Source: an optimization exercise on an open RTL-to-GDS flow (aim: small area). Production flows keep margins and buffers that such runs may drop. In this exercise RTL edits were held to simulation tests only and were not proved equivalent to the original. No activity file was given, so power comes from the tool's default toggle rates.

==> inputs of trial 96 <==
==> flow/design.v (excerpt) <==
module ALU_STAGE (
  input clock_in,
  input [31:0] a_in,
  input [31:0] b_in,
  input [3:0] uop_in,
  output [31:0] result_out
);
Settings: LEC_CHECK=0, CAP_MARGIN=20, CORE_MARGIN=2, CORE_UTILIZATION=40, GPL_TIMING_DRIVEN=0, SLEW_MARGIN=20, SYNTH_HIERARCHICAL=1, SYNTH_MINIMUM_KEEP_SIZE=0; clock period 4.0 ns.
standard.sh (not shown) runs the stock make flow with config.mk's settings and CLKGATE_MAP_FILE= SYNTH_SCRIPT=/design/flow/synth_recipe.tcl, a recipe that flattens the netlist after the stock synthesis.
==> flow/flow/run.sh <==
#!/bin/bash
# Layout flow: the standard ORFS flow (standard.sh: synthesis through final
# layout, unchanged synthesis), with these changes made through ORFS's own
# variables and step hooks:
#  - ports are buffered with sky130_fd_sc_hd__buf_1 (buffer_ports -buffer_cell)
#    instead of the clock-delay buffer buffer_ports picks by itself;
#  - before floorplanning, flow/downsize.tcl removes the buffers synthesis
#    inserted and gives every combinational cell its smallest drive strength,
#    so that timing repair upsizes only where needed (with GPL_TIMING_DRIVEN 0
#    global placement does not remove those buffers itself);
#  - clock tree built without dummy loads, from clkbuf_4 leaves and a clkbuf_8
#    root instead of clkbuf_16 (CTS_ARGS).
# Each step's full log is in orfs/logs/; make's own output is in standard.log.
set -euo pipefail
cd "$(dirname "$0")/.."
WORK=$PWD
export BUFFER_PORTS_ARGS="-buffer_cell sky130_fd_sc_hd__buf_1"
export PRE_FLOORPLAN_TCL="$WORK/flow/downsize.tcl"
export CTS_ARGS="-sink_clustering_enable -repair_clock_nets -dont_use_dummy_load -buf_list {sky130_fd_sc_hd__clkbuf_4 sky130_fd_sc_hd__clkbuf_8} -root_buf sky130_fd_sc_hd__clkbuf_8 -sink_clustering_buffer sky130_fd_sc_hd__clkbuf_4"
bash standard.sh > "$WORK/standard.log" 2>&1
Other scripts of this flow, unchanged in this note and not shown: flow/flow/downsize.tcl
==> inputs of trial 19, as changes to trial 96 <==
--- a/flow/design.v
+++ b/flow/design.v
@@ -195,21 +195,21 @@
 wire g24;
 wire bx25;
 wire pn25;
 wire gn25;
 wire bx26;
-wire p26;
-wire g26;
+wire pn26;
+wire gn26;
 wire bx27;
-wire pn27;
-wire gn27;
+wire p27;
+wire g27;
 wire bx28;
 wire pn28;
 wire gn28;
 wire bx29;
-wire p29;
-wire g29;
+wire pn29;
+wire gn29;
 wire bx30;
 wire pn30;
 wire gn30;
 wire bx31;
 wire p31;
@@ -281,29 +281,28 @@
 wire n_nor2_11;
 wire n_a21oi_18;
 wire n_a21oi_19;
 wire n_nand2_8;
 wire n_o21ai_25;
+wire C6_n;
 wire n_o21ai_26;
+wire n_o21ai_27;
 wire n_nor2_12;
 wire n_a21oi_20;
 wire n_a21oi_21;
 wire n_nand2_9;
-wire n_o21ai_27;
-wire C6_n;
 wire n_o21ai_28;
 wire n_o21ai_29;
 wire n_nor2_13;
 wire n_a21oi_22;
-wire n_a21oi_23;
-wire n_nand2_10;
 wire n_o21ai_30;
 wire n_o21ai_31;
 wire n_nor2_14;
+wire C7_t;
+wire n_a21oi_23;
 wire n_a21oi_24;
-wire n_a21oi_25;
-wire n_nand2_11;
+wire n_nand2_10;
 wire n_o21ai_32;
 wire s0;
 wire s1;
 wire s2;
 wire s3;
@@ -668,21 +667,21 @@
 alu_and3 u_g24 (.a(a[24]), .b(bx24), .c(arith), .y(g24));
 alu_xor2 u_bx25 (.a(b[25]), .b(sub), .y(bx25));
 alu_xnor2 u_pn25 (.a(a[25]), .b(bx25), .y(pn25));
 alu_nand3 u_gn25 (.a(a[25]), .b(bx25), .c(arith), .y(gn25));
 alu_xor2 u_bx26 (.a(b[26]), .b(sub), .y(bx26));
-alu_xor2 u_p26 (.a(a[26]), .b(bx26), .y(p26));
-alu_and3 u_g26 (.a(a[26]), .b(bx26), .c(arith), .y(g26));
+alu_xnor2 u_pn26 (.a(a[26]), .b(bx26), .y(pn26));
+alu_nand3 u_gn26 (.a(a[26]), .b(bx26), .c(arith), .y(gn26));
 alu_xor2 u_bx27 (.a(b[27]), .b(sub), .y(bx27));
-alu_xnor2 u_pn27 (.a(a[27]), .b(bx27), .y(pn27));
-alu_nand3 u_gn27 (.a(a[27]), .b(bx27), .c(arith), .y(gn27));
+alu_xor2 u_p27 (.a(a[27]), .b(bx27), .y(p27));
+alu_and3 u_g27 (.a(a[27]), .b(bx27), .c(arith), .y(g27));
 alu_xor2 u_bx28 (.a(b[28]), .b(sub), .y(bx28));
 alu_xnor2 u_pn28 (.a(a[28]), .b(bx28), .y(pn28));
 alu_nand3 u_gn28 (.a(a[28]), .b(bx28), .c(arith), .y(gn28));
 alu_xor2 u_bx29 (.a(b[29]), .b(sub), .y(bx29));
-alu_xor2 u_p29 (.a(a[29]), .b(bx29), .y(p29));
-alu_and3 u_g29 (.a(a[29]), .b(bx29), .c(arith), .y(g29));
+alu_xnor2 u_pn29 (.a(a[29]), .b(bx29), .y(pn29));
+alu_nand3 u_gn29 (.a(a[29]), .b(bx29), .c(arith), .y(gn29));
 alu_xor2 u_bx30 (.a(b[30]), .b(sub), .y(bx30));
 alu_xnor2 u_pn30 (.a(a[30]), .b(bx30), .y(pn30));
 alu_nand3 u_gn30 (.a(a[30]), .b(bx30), .c(arith), .y(gn30));
 alu_xor2 u_bx31 (.a(b[31]), .b(sub), .y(bx31));
 alu_xor2 u_p31 (.a(a[31]), .b(bx31), .y(p31));
@@ -754,30 +753,29 @@
 alu_nor2 u_n_nor2_11 (.a(pn23), .b(n_nand2_7), .y(n_nor2_11));
 alu_a21oi u_n_a21oi_18 (.a1(n_nor2_11), .a2(C5_t), .b1(n_o21ai_24), .y(n_a21oi_18));
 alu_a21oi u_n_a21oi_19 (.a1(p24), .a2(n_o21ai_24), .b1(g24), .y(n_a21oi_19));
 alu_nand2 u_n_nand2_8 (.a(p24), .b(n_nor2_11), .y(n_nand2_8));
 alu_o21ai u_n_o21ai_25 (.a1(n_nand2_8), .a2(n_a21oi_15), .b1(n_a21oi_19), .y(n_o21ai_25));
-alu_o21ai u_n_o21ai_26 (.a1(pn25), .a2(n_a21oi_19), .b1(gn25), .y(n_o21ai_26));
-alu_nor2 u_n_nor2_12 (.a(pn25), .b(n_nand2_8), .y(n_nor2_12));
-alu_a21oi u_n_a21oi_20 (.a1(n_nor2_12), .a2(C5_t), .b1(n_o21ai_26), .y(n_a21oi_20));
-alu_a21oi u_n_a21oi_21 (.a1(p26), .a2(n_o21ai_26), .b1(g26), .y(n_a21oi_21));
-alu_nand2 u_n_nand2_9 (.a(p26), .b(n_nor2_12), .y(n_nand2_9));
-alu_o21ai u_n_o21ai_27 (.a1(n_nand2_9), .a2(n_a21oi_15), .b1(n_a21oi_21), .y(n_o21ai_27));
-alu_inv u_C6_n (.a(n_o21ai_27), .y(C6_n));
-alu_o21ai u_n_o21ai_28 (.a1(pn27), .a2(C6_n), .b1(gn27), .y(n_o21ai_28));
-alu_o21ai u_n_o21ai_29 (.a1(pn28), .a2(gn27), .b1(gn28), .y(n_o21ai_29));
-alu_nor2 u_n_nor2_13 (.a(pn28), .b(pn27), .y(n_nor2_13));
-alu_a21oi u_n_a21oi_22 (.a1(n_nor2_13), .a2(n_o21ai_27), .b1(n_o21ai_29), .y(n_a21oi_22));
-alu_a21oi u_n_a21oi_23 (.a1(p29), .a2(n_o21ai_29), .b1(g29), .y(n_a21oi_23));
-alu_nand2 u_n_nand2_10 (.a(p29), .b(n_nor2_13), .y(n_nand2_10));
-alu_o21ai u_n_o21ai_30 (.a1(n_nand2_10), .a2(C6_n), .b1(n_a21oi_23), .y(n_o21ai_30));
-alu_o21ai u_n_o21ai_31 (.a1(pn30), .a2(n_a21oi_23), .b1(gn30), .y(n_o21ai_31));
-alu_nor2 u_n_nor2_14 (.a(pn30), .b(n_nand2_10), .y(n_nor2_14));
-alu_a21oi u_n_a21oi_24 (.a1(n_nor2_14), .a2(n_o21ai_27), .b1(n_o21ai_31), .y(n_a21oi_24));
-alu_a21oi u_n_a21oi_25 (.a1(p31), .a2(n_o21ai_31), .b1(g31), .y(n_a21oi_25));
-alu_nand2 u_n_nand2_11 (.a(p31), .b(n_nor2_14), .y(n_nand2_11));
-alu_o21ai u_n_o21ai_32 (.a1(n_nand2_11), .a2(C6_n), .b1(n_a21oi_25), .y(n_o21ai_32));
+alu_inv u_C6_n (.a(n_o21ai_25), .y(C6_n));
+alu_o21ai u_n_o21ai_26 (.a1(pn25), .a2(C6_n), .b1(gn25), .y(n_o21ai_26));
+alu_o21ai u_n_o21ai_27 (.a1(pn26), .a2(gn25), .b1(gn26), .y(n_o21ai_27));
+alu_nor2 u_n_nor2_12 (.a(pn26), .b(pn25), .y(n_nor2_12));
+alu_a21oi u_n_a21oi_20 (.a1(n_nor2_12), .a2(n_o21ai_25), .b1(n_o21ai_27), .y(n_a21oi_20));
+alu_a21oi u_n_a21oi_21 (.a1(p27), .a2(n_o21ai_27), .b1(g27), .y(n_a21oi_21));
+alu_nand2 u_n_nand2_9 (.a(p27), .b(n_nor2_12), .y(n_nand2_9));
+alu_o21ai u_n_o21ai_28 (.a1(n_nand2_9), .a2(C6_n), .b1(n_a21oi_21), .y(n_o21ai_28));
+alu_o21ai u_n_o21ai_29 (.a1(pn28), .a2(n_a21oi_21), .b1(gn28), .y(n_o21ai_29));
+alu_nor2 u_n_nor2_13 (.a(pn28), .b(n_nand2_9), .y(n_nor2_13));
+alu_a21oi u_n_a21oi_22 (.a1(n_nor2_13), .a2(n_o21ai_25), .b1(n_o21ai_29), .y(n_a21oi_22));
+alu_o21ai u_n_o21ai_30 (.a1(pn29), .a2(n_a21oi_22), .b1(gn29), .y(n_o21ai_30));
+alu_o21ai u_n_o21ai_31 (.a1(pn30), .a2(gn29), .b1(gn30), .y(n_o21ai_31));
+alu_nor2 u_n_nor2_14 (.a(pn30), .b(pn29), .y(n_nor2_14));
+alu_inv u_C7_t (.a(n_a21oi_22), .y(C7_t));
+alu_a21oi u_n_a21oi_23 (.a1(n_nor2_14), .a2(C7_t), .b1(n_o21ai_31), .y(n_a21oi_23));
+alu_a21oi u_n_a21oi_24 (.a1(p31), .a2(n_o21ai_31), .b1(g31), .y(n_a21oi_24));
+alu_nand2 u_n_nand2_10 (.a(p31), .b(n_nor2_14), .y(n_nand2_10));
+alu_o21ai u_n_o21ai_32 (.a1(n_nand2_10), .a2(n_a21oi_22), .b1(n_a21oi_24), .y(n_o21ai_32));
 alu_xnor2 u_s0 (.a(pn0), .b(sub), .y(s0));
 alu_xnor2 u_s1 (.a(pn1), .b(n_o21ai_1), .y(s1));
 alu_xor2 u_s2 (.a(pn2), .b(n_a21oi_1), .y(s2));
 alu_xnor2 u_s3 (.a(pn3), .b(n_o21ai_3), .y(s3));
 alu_xnor2 u_s4 (.a(p4), .b(n_a21oi_2), .y(s4));
@@ -800,16 +798,16 @@
 alu_xnor2 u_s21 (.a(pn21), .b(n_o21ai_21), .y(s21));
 alu_xnor2 u_s22 (.a(p22), .b(n_a21oi_16), .y(s22));
 alu_xnor2 u_s23 (.a(pn23), .b(n_o21ai_23), .y(s23));
 alu_xnor2 u_s24 (.a(p24), .b(n_a21oi_18), .y(s24));
 alu_xnor2 u_s25 (.a(pn25), .b(n_o21ai_25), .y(s25));
-alu_xnor2 u_s26 (.a(p26), .b(n_a21oi_20), .y(s26));
-alu_xnor2 u_s27 (.a(pn27), .b(n_o21ai_27), .y(s27));
+alu_xnor2 u_s26 (.a(pn26), .b(n_o21ai_26), .y(s26));
+alu_xnor2 u_s27 (.a(p27), .b(n_a21oi_20), .y(s27));
 alu_xnor2 u_s28 (.a(pn28), .b(n_o21ai_28), .y(s28));
-alu_xnor2 u_s29 (.a(p29), .b(n_a21oi_22), .y(s29));
+alu_xor2 u_s29 (.a(pn29), .b(n_a21oi_22), .y(s29));
 alu_xnor2 u_s30 (.a(pn30), .b(n_o21ai_30), .y(s30));
-alu_xnor2 u_s31 (.a(p31), .b(n_a21oi_24), .y(s31));
+alu_xnor2 u_s31 (.a(p31), .b(n_a21oi_23), .y(s31));
 alu_a22oi u_sh0_0 (.a1(a[0]), .a2(n0), .b1(a[1]), .b2(r0), .y(sh0_0));
 alu_a222oi u_sh0_1 (.a1(a[1]), .a2(n0), .b1(a[0]), .b2(l0), .c1(a[2]), .c2(r0), .y(sh0_1));
 alu_a222oi u_sh0_2 (.a1(a[2]), .a2(n0), .b1(a[1]), .b2(l0), .c1(a[3]), .c2(r0), .y(sh0_2));
 alu_a222oi u_sh0_3 (.a1(a[3]), .a2(n0), .b1(a[2]), .b2(l0), .c1(a[4]), .c2(r0), .y(sh0_3));
 alu_a222oi u_sh0_4 (.a1(a[4]), .a2(n0), .b1(a[3]), .b2(l0), .c1(a[5]), .c2(r0), .y(sh0_4));
==> results.txt <==
Trial 96 passed the timing, design-rule and antenna checks. Trial 19 passed the timing, design-rule and antenna checks.
In sequential power, trial 96 and trial 19 hardly differ.
Non-clock buffer count is the same in trial 19 and trial 96.
Of trial 19 and trial 96, trial 96 has the higher global-route usage (gap 1.3 points).
Via count: trial 96 is higher than trial 19 (about 1.2%).
Against trial 19, the routed wire length of trial 96 is higher by 3.9%.
In cell count, trial 19 and trial 96 hardly differ.
Between trial 96 and trial 19, the lower worst setup slack is in trial 96 (gap 0.044 ns).
In trial 19 the clock power is lower than in trial 96, by about 2%.
Between trial 96 and trial 19, the lower utilization is in trial 96 (gap 0.21 points).
==> figures <==
item                                                               trial 19        trial 96
Register fraction of the total cell area                              0.294           0.295
P&R area growth vs syn                                                19.4%           18.8%
Final critical-path setup slack                                    0.165 ns        0.121 ns
Total die area                                                    15300 um2       15300 um2
Nets in the synthesized netlist                                         686             687
Share of the core filled with cells in the final layout               0.491           0.489
End point of the most critical hold path                    a_q[29]$_DFF_P_  a_q[7]$_DFF_P_
Cells resized by post-CTS repair                                         11              20
TritonRoute pass-1 iters                                                 20              21
Worst setup slack for register-to-register paths                    0.16 ns         0.12 ns
Total buffers and inverters traversed by the critical path                3               0
Result of the run                                            finished clean  finished clean
Number of global-route vias before repair                              5488            5557
Post-synthesis instance area                                       5730 um2        5730 um2
Post-layout power                                                   2.53 mW         2.54 mW
Routing usage on met3                                                0.0476          0.0485
Period utilisation layout                                             0.959           0.970
PwrDens                                                          369 nW/um2      373 nW/um2
Starting density of the core                                          0.411           0.411

==> afterwards: timing with drivers on the ports <==
How much do the figures lean on ideal ports? The routed layouts below were timed once more, with nothing changed but the port constraints. Step 1 (the two cells are an assumption about what drives the block):
set clk [get_ports {clock_in}]
set_driving_cell -lib_cell sky130_fd_sc_hd__clkbuf_16 $clk
set_driving_cell -lib_cell sky130_fd_sc_hd__buf_2 [delete_from_list [all_inputs] $clk]
Step 2, shift: input delay + t, output delay - t, t = (earliest + latest rising clock arrival at the registers) / 2. This alone moves slack from input paths to output paths. Slacks: ideal / step 1 / step 2; pairs: ideal / step 1.
run | t (ns) | setup slack, ns | latest minus earliest clock arrival (ns) | worst slew at a driven data input, ns
trial 96 | 0.419 | 0.121 / 0.121 / 0.121 | 0.018 / 0.019 | 0.04
trial 19 | 0.415 | 0.165 / 0.165 / 0.165 | 0.009 / 0.009 | 0.03
After both steps setup and hold are still met in every run listed.
